This is an optimization exercise on Yosys and OpenROAD, whose aim is small area, not a production implementation.
Function was checked by simulation only, so behaviour that the tests miss may differ from the original.
No driver is modelled on the clock port, so clocking that relies on it looks cheaper here than on a real chip.
Power figures rest on the tool's default switching activity, not on a simulated workload.

==> flow/design.v <==
`timescale 1ns / 1ps
module relu_lane (input [21:0] a, input [21:0] b, output [6:0] y);
wire [21:0] p = a ^ b;
wire [21:0] g = a & b;
wire g10 = g[1] | (p[1] & g[0]);
wire g32 = g[3] | (p[3] & g[2]);
wire p32 = p[3] & p[2];
wire g54 = g[5] | (p[5] & g[4]);
wire p54 = p[5] & p[4];
wire g30 = g32 | (p32 & g10);
wire c6 = g54 | (p54 & g30);
wire c7 = g[6] | (p[6] & c6);
wire s6 = p[6] ^ c6;
wire [8:0] c;
assign c[0] = c7;
wire Gx0 = g[8] | (p[8] & g[7]);
wire Px0 = p[8] & p[7];
wire Gx1 = g[10] | (p[10] & g[9]);
wire Px1 = p[10] & p[9];
wire Gx2 = g[12] | (p[12] & g[11]);
wire Px2 = p[12] & p[11];
wire Gx3 = g[14] | (p[14] & g[13]);
wire Px3 = p[14] & p[13];
wire Gx4 = Gx1 | (Px1 & Gx0);
wire Px4 = Px1 & Px0;
wire Gx5 = Gx3 | (Px3 & Gx2);
wire Px5 = Px3 & Px2;
wire Gx6 = Gx5 | (Px5 & Gx4);
wire Px6 = Px5 & Px4;
wire Gx7 = Gx2 | (Px2 & Gx4);
wire Px7 = Px2 & Px4;
wire Gx8 = g[9] | (p[9] & Gx0);
wire Px8 = p[9] & Px0;
wire Gx9 = g[11] | (p[11] & Gx4);
wire Px9 = p[11] & Px4;
wire Gx10 = g[13] | (p[13] & Gx7);
wire Px10 = p[13] & Px7;
assign c[1] = g[7] | (p[7] & c7);
assign c[2] = Gx0 | (Px0 & c7);
assign c[3] = Gx8 | (Px8 & c7);
assign c[4] = Gx4 | (Px4 & c7);
assign c[5] = Gx9 | (Px9 & c7);
assign c[6] = Gx7 | (Px7 & c7);
assign c[7] = Gx10 | (Px10 & c7);
assign c[8] = Gx6 | (Px6 & c7);
wire [7:0] q = p[14:7] ^ c[7:0];
wire [6:0] k;
assign k[0] = s6;
assign k[1] = k[0] & q[0];
assign k[2] = k[1] & q[1];
assign k[3] = k[2] & q[2];
assign k[4] = k[3] & q[3];
assign k[5] = k[4] & q[4];
assign k[6] = k[5] & q[5];
wire sat = q[7] | (k[6] & q[6]);
wire [6:0] r = q[6:0] ^ k;
wire [6:0] ch;
assign ch[0] = c[8];
assign ch[1] = g[15] | (p[15] & ch[0]);
assign ch[2] = g[16] | (p[16] & ch[1]);
assign ch[3] = g[17] | (p[17] & ch[2]);
assign ch[4] = g[18] | (p[18] & ch[3]);
assign ch[5] = g[19] | (p[19] & ch[4]);
assign ch[6] = g[20] | (p[20] & ch[5]);
wire c21 = ch[6];
wire neg = g[21] | (p[21] & ~c21);
assign y = neg ? 7'd0 : (r | {7{sat}});
endmodule
`timescale 1ns / 1ps
module acc_bias_relu(
    input i_add4_end,
    input clk,
    input rst_n,
    input layer1,
    output o_acc_end,
    input [15:0] i_acc_bias_fm_col,
    input i_add4_valid,
    input signed [22*32-1:0] i_add4_data,
    input signed [22*32-1:0] i_bias,
    input [15:0] i_bias_addr_base,
    output [15:0] o_sel_bias_addr,
    output [8*32-1:0] o_acc_data_out,
    output o_acc_data_out_valid
    );
wire [7*32-1:0] res;
genvar k;
generate
    for (k = 0; k < 32; k = k + 1) begin : lane
        relu_lane u (.a(i_add4_data[22*k +: 22]), .b(i_bias[22*k +: 22]), .y(res[7*k +: 7]));
    end
endgenerate
reg [7*32-1:0] d1, d2, d3, d4, d5;
always @(posedge clk) begin
    d1 <= {~res[7*32-1:7*16], res[7*16-1:0]};
    d2 <= d1;
    d3 <= d2;
    d4 <= d3;
    d5 <= d4;
end
reg [4:0] vld;
reg [15:0] sel_bias_addr_buf;
reg acc_end_ff1, acc_end_ff2;
always @(posedge clk) begin
    if (!rst_n) begin
        vld <= 0;
        sel_bias_addr_buf <= i_bias_addr_base;
        acc_end_ff1 <= 0;
        acc_end_ff2 <= 0;
    end else begin
        vld <= {vld[3:0], i_add4_valid};
        if (i_add4_end)
            sel_bias_addr_buf <= sel_bias_addr_buf + 16'd32;
        acc_end_ff1 <= i_add4_end;
        acc_end_ff2 <= acc_end_ff1;
    end
end
generate
    for (k = 0; k < 32; k = k + 1) begin : outb
        if (k < 16) begin : lo
            assign o_acc_data_out[8*k +: 8] = {1'b0, d5[7*k +: 7]};
        end else begin : hi
            assign o_acc_data_out[8*k +: 8] = {1'b0, ~(d5[7*k +: 7] | {7{~layer1}})};
        end
    end
endgenerate
assign o_acc_data_out_valid = vld[4];
assign o_sel_bias_addr = sel_bias_addr_buf;
assign o_acc_end = acc_end_ff2;
endmodule
==> flow/config.mk <==
export PLATFORM = sky130hd
export DESIGN_NAME = acc_bias_relu
export DESIGN_NICKNAME = acc_bias_relu
export VERILOG_FILES = /design/flow/design.v
export SDC_FILE = /design/flow/constraint.sdc
export NUM_CORES = 4
export LEC_CHECK = 0
export CAP_MARGIN = 20
export CORE_AREA = 10 10 390 280
export DIE_AREA = 0 0 400 290
export PLACE_DENSITY = 0.8
export SLEW_MARGIN = 40
==> flow/constraint.sdc <==
create_clock -name core_clock -period 5.0 [get_ports {clk}]
set_input_delay 1.0000 -clock core_clock [delete_from_list [all_inputs] [get_ports {clk}]]
set_output_delay 1.0000 -clock core_clock [all_outputs]
set_load 0.01 [all_outputs]
standard.sh (not shown) runs the stock make flow with config.mk's settings and CLKGATE_MAP_FILE= SYNTH_SCRIPT=/design/flow/synth_recipe.tcl, a recipe that flattens the netlist after the stock synthesis.
==> flow/flow/run.sh <==
#!/bin/bash
# The standard layout (standard.sh: ORFS with synth_recipe.tcl), with these changes:
# - each port is buffered by the smallest buffer (buf_1), not the cell buffer_ports picks;
# - the clock tree is built with the clock_tree_synthesis arguments in CTS_ARGS;
# - synthesis leaves adders to ABC (no extract_fa step) and maps the logic with
#   flow/abc_speed.script, which recovers more area than ORFS's own script.
#   The registers are mapped exactly as in the standard synthesis (that happens before ABC).
# - nor2b cells are added to the platform's don't-use list: the layer1 mask then maps to
#   nor2 gates that share one inverter of layer1.
# Every other ORFS script is used unchanged, from a copy in ./scripts.
# ORFS writes each tool's full log under orfs/logs; standard.sh's output goes to standard.log.
set -euo pipefail
export BUFFER_PORTS_ARGS="-buffer_cell sky130_fd_sc_hd__buf_1"
export CTS_ARGS="-sink_clustering_enable -repair_clock_nets -buf_list sky130_fd_sc_hd__clkbuf_4 -sink_clustering_size 10 -sink_clustering_max_diameter 35 -dont_use_dummy_load"
export PLACE_PINS_ARGS="-min_distance 1 -min_distance_in_tracks"
rm -rf scripts
cp -r "$FLOW_HOME/scripts" scripts
cp flow/abc_speed.script scripts/abc_speed.script
# skip the full/half adder extraction: the condition line becomes a constant 0
grep -q '^  \[dont_use_adder_kinds\] ne "none"$' scripts/synth.tcl
sed -i 's/^  \[dont_use_adder_kinds\] ne "none"$/  0/' scripts/synth.tcl
export SCRIPTS_DIR="$PWD/scripts"
# the platform's don't-use list (from its config.mk) plus the extra cells; on make's command
# line, as the platform's config.mk sets the variable itself
du=$(sed -n '/^export DONT_USE_CELLS += /,/^#$/p' "$FLOW_HOME/platforms/sky130hd/config.mk" | grep -o 'sky130_fd_sc_hd__[a-z0-9_]*' | tr '\n' ' ')
bash standard.sh "DONT_USE_CELLS=$du sky130_fd_sc_hd__nor2b_1 sky130_fd_sc_hd__nor2b_2 sky130_fd_sc_hd__nor2b_4" finish > standard.log 2>&1
==> flow/flow/abc_speed.script <==
strash
&get -n
&st
&dch
&nf -R 1000
&put
&get -n
&st
&dch -f
&nf -R 1000
&put
topo
stime -c
buffer -c
upsize -c
dnsize -c
Next try:
--- a/flow/flow/run.sh
+++ b/flow/flow/run.sh
@@ -14,3 +14,2 @@
 export CTS_ARGS="-sink_clustering_enable -repair_clock_nets -buf_list sky130_fd_sc_hd__clkbuf_4 -sink_clustering_size 10 -sink_clustering_max_diameter 35 -dont_use_dummy_load"
-export PLACE_PINS_ARGS="-min_distance 1 -min_distance_in_tracks"
 rm -rf scripts
==> flow/flow/abc_speed.script (replaced) <==
strash
&get -n
&st
&dch
&nf -R 1000
&put
&get -n
&st
&dch -f
&nf -R 1000
&put
topo
stime -c
--- a/flow/config.mk
+++ b/flow/config.mk
@@ -8,4 +8,4 @@
 export CAP_MARGIN = 20
-export CORE_AREA = 10 10 390 280
-export DIE_AREA = 0 0 400 290
+export CORE_AREA = 10 10 550 390
+export DIE_AREA = 0 0 560 400
 export PLACE_DENSITY = 0.8
Outcome: Final cell count came out higher by 20%. Non-clock buffer count climbs by 81. First-iteration DRC count came out higher by 110%. Via count increases by 4.4%. Sequential power barely changes.
Next try:
--- a/flow/flow/run.sh
+++ b/flow/flow/run.sh
@@ -13,3 +13,4 @@
 export BUFFER_PORTS_ARGS="-buffer_cell sky130_fd_sc_hd__buf_1"
-export CTS_ARGS="-sink_clustering_enable -repair_clock_nets -buf_list sky130_fd_sc_hd__clkbuf_4 -sink_clustering_size 10 -sink_clustering_max_diameter 35 -dont_use_dummy_load"
+export CTS_ARGS="-sink_clustering_enable -repair_clock_nets -buf_list {sky130_fd_sc_hd__clkbuf_4 sky130_fd_sc_hd__clkbuf_8} -sink_clustering_size 14 -sink_clustering_max_diameter 40 -dont_use_dummy_load"
+
 rm -rf scripts
==> flow/flow/abc_speed.script (replaced) <==
strash
&get -n
&st
&dch
&nf -R 1000
&put
&get -n
&st
&dch -f
&nf -R 1000
&put
topo
stime -c
buffer -c
upsize -c
dnsize -c
After rerunning: With this change the flow finished with antenna rules left; register-to-register slack gets worse by 0.06 ns; count of clock-buffer cells in the layout came out lower by 45; global-route usage grows by 0.16 points; wire length went up by 0.95%; critical path depth rises by 4; final cell count is lower by 0.95%; total power increases by 3.3%; design area rose by 0.51%; hold slack improved by 0.038 ns; core utilization climbs by 0.13 points.
Next try:
--- a/flow/flow/run.sh
+++ b/flow/flow/run.sh
@@ -13,4 +13,4 @@
 export BUFFER_PORTS_ARGS="-buffer_cell sky130_fd_sc_hd__buf_1"
-export CTS_ARGS="-sink_clustering_enable -repair_clock_nets -buf_list {sky130_fd_sc_hd__clkbuf_4 sky130_fd_sc_hd__clkbuf_8} -sink_clustering_size 14 -sink_clustering_max_diameter 40 -dont_use_dummy_load"
-
+export CTS_ARGS="-sink_clustering_enable -repair_clock_nets -buf_list sky130_fd_sc_hd__clkbuf_4 -sink_clustering_size 12 -sink_clustering_max_diameter 30 -dont_use_dummy_load"
+export PLACE_PINS_ARGS="-min_distance 1 -min_distance_in_tracks"
 rm -rf scripts
--- a/flow/config.mk
+++ b/flow/config.mk
@@ -8,4 +8,4 @@
 export CAP_MARGIN = 20
-export CORE_AREA = 10 10 550 390
-export DIE_AREA = 0 0 560 400
+export CORE_AREA = 10 10 430 310
+export DIE_AREA = 0 0 440 320
 export PLACE_DENSITY = 0.8
Effect:
- This time the run produced a clean layout
- die area drops by 37%
- via count drops by 3.5%
- fmax climbs by about 7%
- sequential share of layout area climbs by 1.6 points
Next try:
--- a/flow/flow/run.sh
+++ b/flow/flow/run.sh
@@ -13,3 +13,3 @@
 export BUFFER_PORTS_ARGS="-buffer_cell sky130_fd_sc_hd__buf_1"
-export CTS_ARGS="-sink_clustering_enable -repair_clock_nets -buf_list sky130_fd_sc_hd__clkbuf_4 -sink_clustering_size 12 -sink_clustering_max_diameter 30 -dont_use_dummy_load"
+export CTS_ARGS="-sink_clustering_enable -repair_clock_nets -buf_list sky130_fd_sc_hd__clkbuf_4 -sink_clustering_size 10 -sink_clustering_max_diameter 35 -dont_use_dummy_load"
 export PLACE_PINS_ARGS="-min_distance 1 -min_distance_in_tracks"
--- a/flow/config.mk
+++ b/flow/config.mk
@@ -7,6 +7,6 @@
 export LEC_CHECK = 0
-export CAP_MARGIN = 20
-export CORE_AREA = 10 10 430 310
-export DIE_AREA = 0 0 440 320
+export CAP_MARGIN = 10
+export CORE_AREA = 10 10 390 280
+export DIE_AREA = 0 0 400 290
 export PLACE_DENSITY = 0.8
-export SLEW_MARGIN = 40
+export SLEW_MARGIN = 15
Result:
- final cell count falls by a few percent
- global-route usage came out higher by 4.4 points
- register-to-register slack loses 0.06 ns

==> static timing again, ports no longer ideal <==
How much do the figures lean on ideal ports? The routed layouts below were timed once more, with nothing changed but the port constraints.
Step 1: set_driving_cell puts a clkbuf_16 on clk and a buf_2 on each other input, an assumption about the parent block.
Step 2, shift: input delay + t, output delay - t, t = (earliest + latest rising clock arrival at the registers) / 2. This alone moves slack from input paths to output paths.
a / b / c = ideal / step 1 / step 2; a / b = the first two.
run | shift t [ns] | slack for setup (ns) | hold slack, ns
the first run | 1.010 | 0.757 / 0.782 / -0.229 | 0.203 / 0.225 / 0.261
the second run | 1.078 | 0.800 / 0.790 / -0.288 | 0.205 / 0.205 / 0.205
the third run | 0.837 | 0.616 / 0.640 / -0.197 | 0.244 / 0.244 / 0.244
the fourth run | 1.064 | 0.919 / 0.943 / -0.121 | 0.206 / 0.224 / 0.224
the fifth run | 1.010 | 0.757 / 0.782 / -0.229 | 0.203 / 0.225 / 0.261
The setup slack of the second run, which loses most, moves by -0.010 ns with the drivers and by -1.088 ns with both steps.
